What follows belongs to an exercise in optimizing a design on an open flow for small area and a short achievable clock period; a production flow would make more cautious choices. Where RTL was checked, it was by simulation tests only, not by an equivalence proof against the original. Power figures rest on the tool's default switching activity, not on a simulated workload.

==> flow/design.v (excerpt) <==
module nconv_top
#( parameter
        LANES = 4,
        DEQ_CUT = 6'b101110,
        Q_CUT = 5'b01010
) (
    input wire clk, rstn,
    input wire activate,
    input wire [4:0] bitwidth,
    input wire [15:0] scale_fp,
    input wire [15:0] inv_scale_fp,
    input wire deq_in_valid,
    input wire [(LANES*16)-1:0] deq_in_data,
    output wire deq_out_valid,
    output wire [(LANES*16)-1:0] deq_out_data,
    input wire q_in_valid,
    input wire [(LANES*16)-1:0] q_in_data,
    output wire q_out_valid,
    output wire [(LANES*16)-1:0] q_out_data
);
    localparam integer ND = 0 + DEQ_CUT[0] + DEQ_CUT[1] + DEQ_CUT[2] + DEQ_CUT[3] + DEQ_CUT[4] + DEQ_CUT[5];
    localparam integer NQ = 0 + Q_CUT[0] + Q_CUT[1] + Q_CUT[2] + Q_CUT[3] + Q_CUT[4];
    reg rstn_intern;
    wire start = rstn & activate & ~rstn_intern;
    always @(posedge clk) rstn_intern <= rstn & activate;
    reg [4:0] bw;
    reg deq_sign, deq_zero;
    reg [6:0] deq_man;
    reg [7:0] deq_exp15;
    reg q_sign, q_zero, q_man_zero;
    reg [6:0] q_man;
    reg [7:0] q_exp3;
    always @(posedge clk) begin
        if (start) begin
            bw <= bitwidth;
            deq_sign <= scale_fp[15];
            deq_zero <= scale_fp[14:7] == 8'd0;
            deq_man <= scale_fp[6:0];
            deq_exp15 <= scale_fp[14:7] + 8'd15;
  ...
==> flow/config.mk <==
export PLATFORM = sky130hd
export DESIGN_NAME = nconv_top
export DESIGN_NICKNAME = nconv_top
export VERILOG_FILES = /design/flow/design.v
export SDC_FILE = /design/flow/constraint.sdc
export NUM_CORES = 4
export LEC_CHECK = 0
export ABC_CLOCK_PERIOD_IN_PS = 4000
export CAP_MARGIN = 0
export CORE_MARGIN = 2
export CORE_UTILIZATION = 60
export PLACE_DENSITY = 0.75
export SETUP_SLACK_MARGIN = 2.35
export SLEW_MARGIN = 0
export BUFFER_PORTS_ARGS = -buffer_cell sky130_fd_sc_hd__buf_1
==> flow/constraint.sdc <==
create_clock -name core_clock -period 6.5 [get_ports {clk}]
set_input_delay 1.3000 -clock core_clock [delete_from_list [all_inputs] [get_ports {clk}]]
set_output_delay 1.3000 -clock core_clock [all_outputs]
set_load 0.01 [all_outputs]
standard.sh (not shown) runs the stock make flow with config.mk's settings and CLKGATE_MAP_FILE= SYNTH_SCRIPT=/design/flow/synth_recipe.tcl, a recipe that flattens the netlist after the stock synthesis.
==> flow/flow/run.sh <==
#!/bin/bash
# The standard layout, with every input and output port buffered by the
# smallest buffer (buf_1) instead of the one buffer_ports picks by itself.
set -euo pipefail
echo 'export BUFFER_PORTS_ARGS = -buffer_cell sky130_fd_sc_hd__buf_1' >> config.mk
bash standard.sh > standard.log 2>&1
Next try:
- ABC_CLOCK_PERIOD_IN_PS: 4000 -> 3700
- SETUP_SLACK_MARGIN: 2.35 -> 2.8
=> The new run finished with timing, DRC and antenna clean; power goes up by a few percent; worst setup slack gets better by 65 ps; cell area goes up by a few percent.

========
rev 12:
nconv_top, a different RTL version from the one above (not shown whole).
For scale: ~5300 cells after synthesis, about 620 flip-flops, roughly 300 I/O pins, ~0.049 mm2 of cells after synthesis.
clock: 6.5 ns
lec_check: 0
abc_clock_period_in_ps: 4000
cap_margin: 0
core_margin: 2
core_utilization: 60
place_density: 0.75
setup_slack_margin: 2.5
slew_margin: 0
buffer_ports_args: -buffer_cell sky130_fd_sc_hd__buf_1
Scripts as last shown in full above: flow/flow/run.sh
--- input diff rev 12..rev 13 ---
==> flow/run.sh (new file) <==
#!/bin/bash
# synth_recipe.tcl (not shown) runs the flow's synth.tcl, then flattens the netlist and writes it again
# the make line also repeats each setting of config.mk as NAME=value (left out here)
make -C /OpenROAD-flow-scripts/flow DESIGN_CONFIG=/design/flow/config.mk WORK_HOME=/design/flow/orfs CLKGATE_MAP_FILE= SYNTH_SCRIPT=/design/flow/synth_recipe.tcl finish
--- a/flow/config.mk
+++ b/flow/config.mk
@@ -14,2 +14 @@
 export SLEW_MARGIN = 0
-export BUFFER_PORTS_ARGS = -buffer_cell sky130_fd_sc_hd__buf_1
removed: flow/flow/run.sh
removed: flow/standard.sh
Notes after the runs:
- Register area delta (rev 12 -> rev 13): insignificant
- Rev 12 vs rev 13, capture point of the worst path: deq_out_data[46] vs deq_out_data[13]
- Area taken by multi-input logic gates (higher): rev 13
- NOTE: post-placement cell area in rev 13 exceeds that of rev 12
- Looking only at maximum clock frequency, and setting everything else aside, the lower value of rev 13 and rev 12 goes to rev 13.
- STATUS cell area: rev 13 loses against rev 12
No functional check of the RTL was part of any run of this note.

-- static timing again, ports no longer ideal --
No port has a modelled driver above. Below, the same layouts with a new extraction and two added sets of constraints.
Step 1: set_driving_cell puts a clkbuf_16 on clk and a buf_2 on each other input, an assumption about the parent block.
Step 2 also shifts input and output timing later by t, the mid clock arrival at the registers, as if the neighbouring blocks saw the same clock.
Three values: ideal ports, drivers, drivers and shift; two values: the first two.
run | shift t [ns] | setup slack, ns | worst setup path after step 2 | clock arrival spread, ns
the first run of note 1 | 0.694 | 2.441 / 2.374 / 1.909 | input to register | 0.020 / 0.021
the second run of note 1 | 0.679 | 2.505 / 2.437 / 2.301 | input to register | 0.023 / 0.023
rev 12 | 0.689 | 2.043 / 1.973 / 2.038 | input to register | 0.030 / 0.030
rev 13 | 0.688 | 2.022 / 1.951 / 1.926 | input to register | 0.037 / 0.037
After both steps setup and hold are still met in every run listed. For the first run of note 1, which loses most, drivers alone change the setup slack by -0.067 ns; drivers and shift together by -0.532 ns.
